Context: an optimization exercise on an open-source flow, tuned for a short achievable clock period and few clock cycles. The choices shown serve that exercise and are no tape-out recipe. Function was checked by simulation only, so behaviour that the tests miss may differ from the original. No activity file was given, so power comes from the tool's default toggle rates.

run A:
## core
module core (
    input  logic                clk,
    input  logic                rst_n,
    output logic                imem_req_vld,
    input  logic                imem_req_rdy,
    output logic [68:0]         imem_req,
    input  logic                imem_rsp_vld,
    output logic                imem_rsp_rdy,
    input  logic [68:0]         imem_rsp,
    output logic                dmem_req_vld,
    input  logic                dmem_req_rdy,
    output logic [68:0]         dmem_req,
    input  logic                dmem_rsp_vld,
    output logic                dmem_rsp_rdy,
    input  logic [68:0]         dmem_rsp
);
    localparam int NB = 16;      
    logic [31:0] pc_d;           
    logic        d_vld;          
    logic        d_redir_q;      
    logic [31:0] fetch_q;        
    logic [31:0] pc4_d;          
    logic          hit_q;        
    logic [NB-1:0] hitv_q;
    logic [31:2]   btb_tgt_q;
    logic        x_redir_q;      
    logic        x_vld;
    logic [31:0] x_a, x_b, x_sd, x_dres, x_tgt, x_pc4;
    logic [31:0] x_ma, x_mb;     
    logic [31:0] x_ca, x_cb;     
    logic [31:0] x_sa;           
    logic [4:0]  x_sb;
    logic [31:2] x_pc, x_ptgt;
    logic        x_wen;
    logic [4:0]  x_rd;
    logic        x_ld, x_st, x_uns;
    logic [1:0]  x_len;
    logic        x_br, x_jal, x_jalr, x_pt, x_pbtb;
    logic [NB-1:0] x_hitv;
    logic [2:0]  x_fn;
    logic        x_s_add, x_s_sub, x_s_sll, x_s_slt, x_s_sltu;
    logic        x_s_xor, x_s_sr, x_s_or, x_s_and, x_s_d;
    logic        x_sra;
    logic [1:0]  x_fa, x_fb, x_fsd;
    logic        m_vld, m_wen, m_ld, m_st, m_uns;
    logic [4:0]  m_rd;
    logic [1:0]  m_len;
    logic [31:0] m_res, m_addr, m_sd;
    logic        w_vld, w_wen, w_ld, w_uns;
    logic [4:0]  w_rd;
    logic [1:0]  w_len;
    logic [31:0] w_res;
    logic [31:0] rf [1:31];
    logic [NB-1:0] bt_v;
    logic [31:2]   bt_tag [NB];
    logic [31:2]   bt_tgt [NB];
    logic [3:0]    bt_ptr;
    logic          u_wr, u_rm;   
    logic [NB-1:0] u_sel;
    logic [31:2]   u_tag, u_data;
    assign dmem_req_vld = m_vld && (m_ld || m_st);
    assign dmem_req     = {2'b00, m_st, m_addr, m_len, m_sd};
    assign dmem_rsp_rdy = 1'b1;
    logic [31:0] ld_raw, ld_ext, w_val;
    assign ld_raw = dmem_rsp[31:0];
    always_comb begin
        case (w_len)
  ...
For scale: roughly 9100 cells after synthesis, about 2800 flip-flops, roughly 130000 µm² of cells after synthesis.
Settings: LEC_CHECK=0, ABC_CLOCK_PERIOD_IN_PS=4000, CAP_MARGIN=20, CELL_PAD_IN_SITES_DETAIL_PLACEMENT=0, CELL_PAD_IN_SITES_GLOBAL_PLACEMENT=0, CORE_MARGIN=2, CORE_UTILIZATION=35, PLACE_DENSITY=0.55, SLEW_MARGIN=20; clock period 11.0 ns.
standard.sh (not shown) runs the stock make flow with config.mk's settings and CLKGATE_MAP_FILE= SYNTH_SCRIPT=/design/flow/synth_recipe.tcl, a recipe that flattens the netlist after the stock synthesis.
==> flow/flow/run.sh <==
#!/bin/bash
set -euo pipefail
bash standard.sh synth > synth.log 2>&1
bash standard.sh SETUP_SLACK_MARGIN=7 "BUFFER_PORTS_ARGS=-buffer_cell sky130_fd_sc_hd__buf_4" finish > layout.log 2>&1
Testbench counts of run A, summed over its fixed seeds: cycles 115,167.
What run B does differently from run A at the input level:
==> flow/flow/run.sh <==
#!/bin/bash
set -euo pipefail
bash standard.sh synth > synth.log 2>&1
bash standard.sh SETUP_SLACK_MARGIN=6.5 "BUFFER_PORTS_ARGS=-buffer_cell sky130_fd_sc_hd__buf_4" finish > layout.log 2>&1
==> results.txt <==
Run B went all the way through the flow, and no timing, DRC or antenna check failed.
Compared run B vs run A, and total half-perimeter wirelength after legalization and detailed placement is down in run B.
The count of vias placed by the detailed router reported for run B is smaller than that of run A by 2.9%.
On area of placed instances, run A and run B are neck and neck.
Reported for run A and run B, count of hold buffers inserted by post-cts repair turned out identical to the last digit.
Changes observed in run B relative to run A: clock-buffer cell count saw a decrease; detailed-routing iteration count for the pre-antenna-repair pass +1.
Edits applied to the flow inputs when going from run B to run C:
Settings: setting TNS_END_PERCENT to 10 for the first time; changing PLACE_DENSITY from 0.55 to 0.65; changing CELL_PAD_IN_SITES_DETAIL_PLACEMENT from 0 to 1; changing CELL_PAD_IN_SITES_GLOBAL_PLACEMENT from 0 to 2.
==> results.txt <==
Against run B as the reference, run C delivers a lower core utilization. Summary: with run B as the reference, total wire length after detailed routing in run C moved up by a few percent. In terms of power attributed to sequential cells, run C and run B differ only marginally. Storage element area essentially unchanged between run B and run C. Final instance area: run C lower than run B. On post-detailed-placement cell area, run B and run C are neck and neck. Sequential portion of the cell area: run C > run B. Clock skew: run B vs run C, no meaningful difference. Reported for run B and run C, I/O pin count turned out identical to the last digit. Run C — combined global-route utilization of all metal layers 1.7 points higher, run B as reference.
--- input diff run C..run D ---
Settings: a change of PLACE_DENSITY from 0.65 to 0.55.
==> comparison <==
- Looking at critical path class, the in -> reg result is from run C; the in -> out one comes from run D.
- Final worst hold slack | run D above run C
- Run D has non-clock buffer area fraction after layout above what run C had.
- Per the comparison of run D with run C, internal power consumption shows no meaningful change, sequential share of layout area shows a reduction of 0.43 points, total power shows an increase of about 0.6%, critical path depth shows a reduction of 14, multi-input combinational area share shows no meaningful change.

afterwards: timing with drivers on the ports:
In the flow no input, the clock included, has a driving cell. The finished layouts below were timed again as built, in two steps.
Step 1 sets driving cells, clkbuf_16 on the clock port and buf_2 on the other inputs (assumed; they add their load-dependent delay and slew).
Step 2 adds t to the input delays and takes it off the output delays; t is the mean of the earliest and latest rising clock arrival at the registers after step 1. Input paths then give back, and output paths get back, about the clock's delay inside the block.
Three values: ideal, step 1, step 2; two values: the first two.
run	t (ns)	setup WS [ns]	worst setup path after step 2	worst data-port slew with drivers (ns)	cell pins on the clock port's net
run A	1.010	6.232 / 6.172 / 5.161	input to register	0.52	1
run B	0.979	6.336 / 6.037 / 5.058	input to register	0.47	1
run C	1.022	6.185 / 5.994 / 4.973	input to register	0.42	1
run D	1.035	6.297 / 5.993 / 4.958	input to register	0.54	1
After both steps every run listed still meets setup and hold. For run D, which loses most, drivers alone change the setup slack by -0.304 ns; drivers and shift together by -1.339 ns.
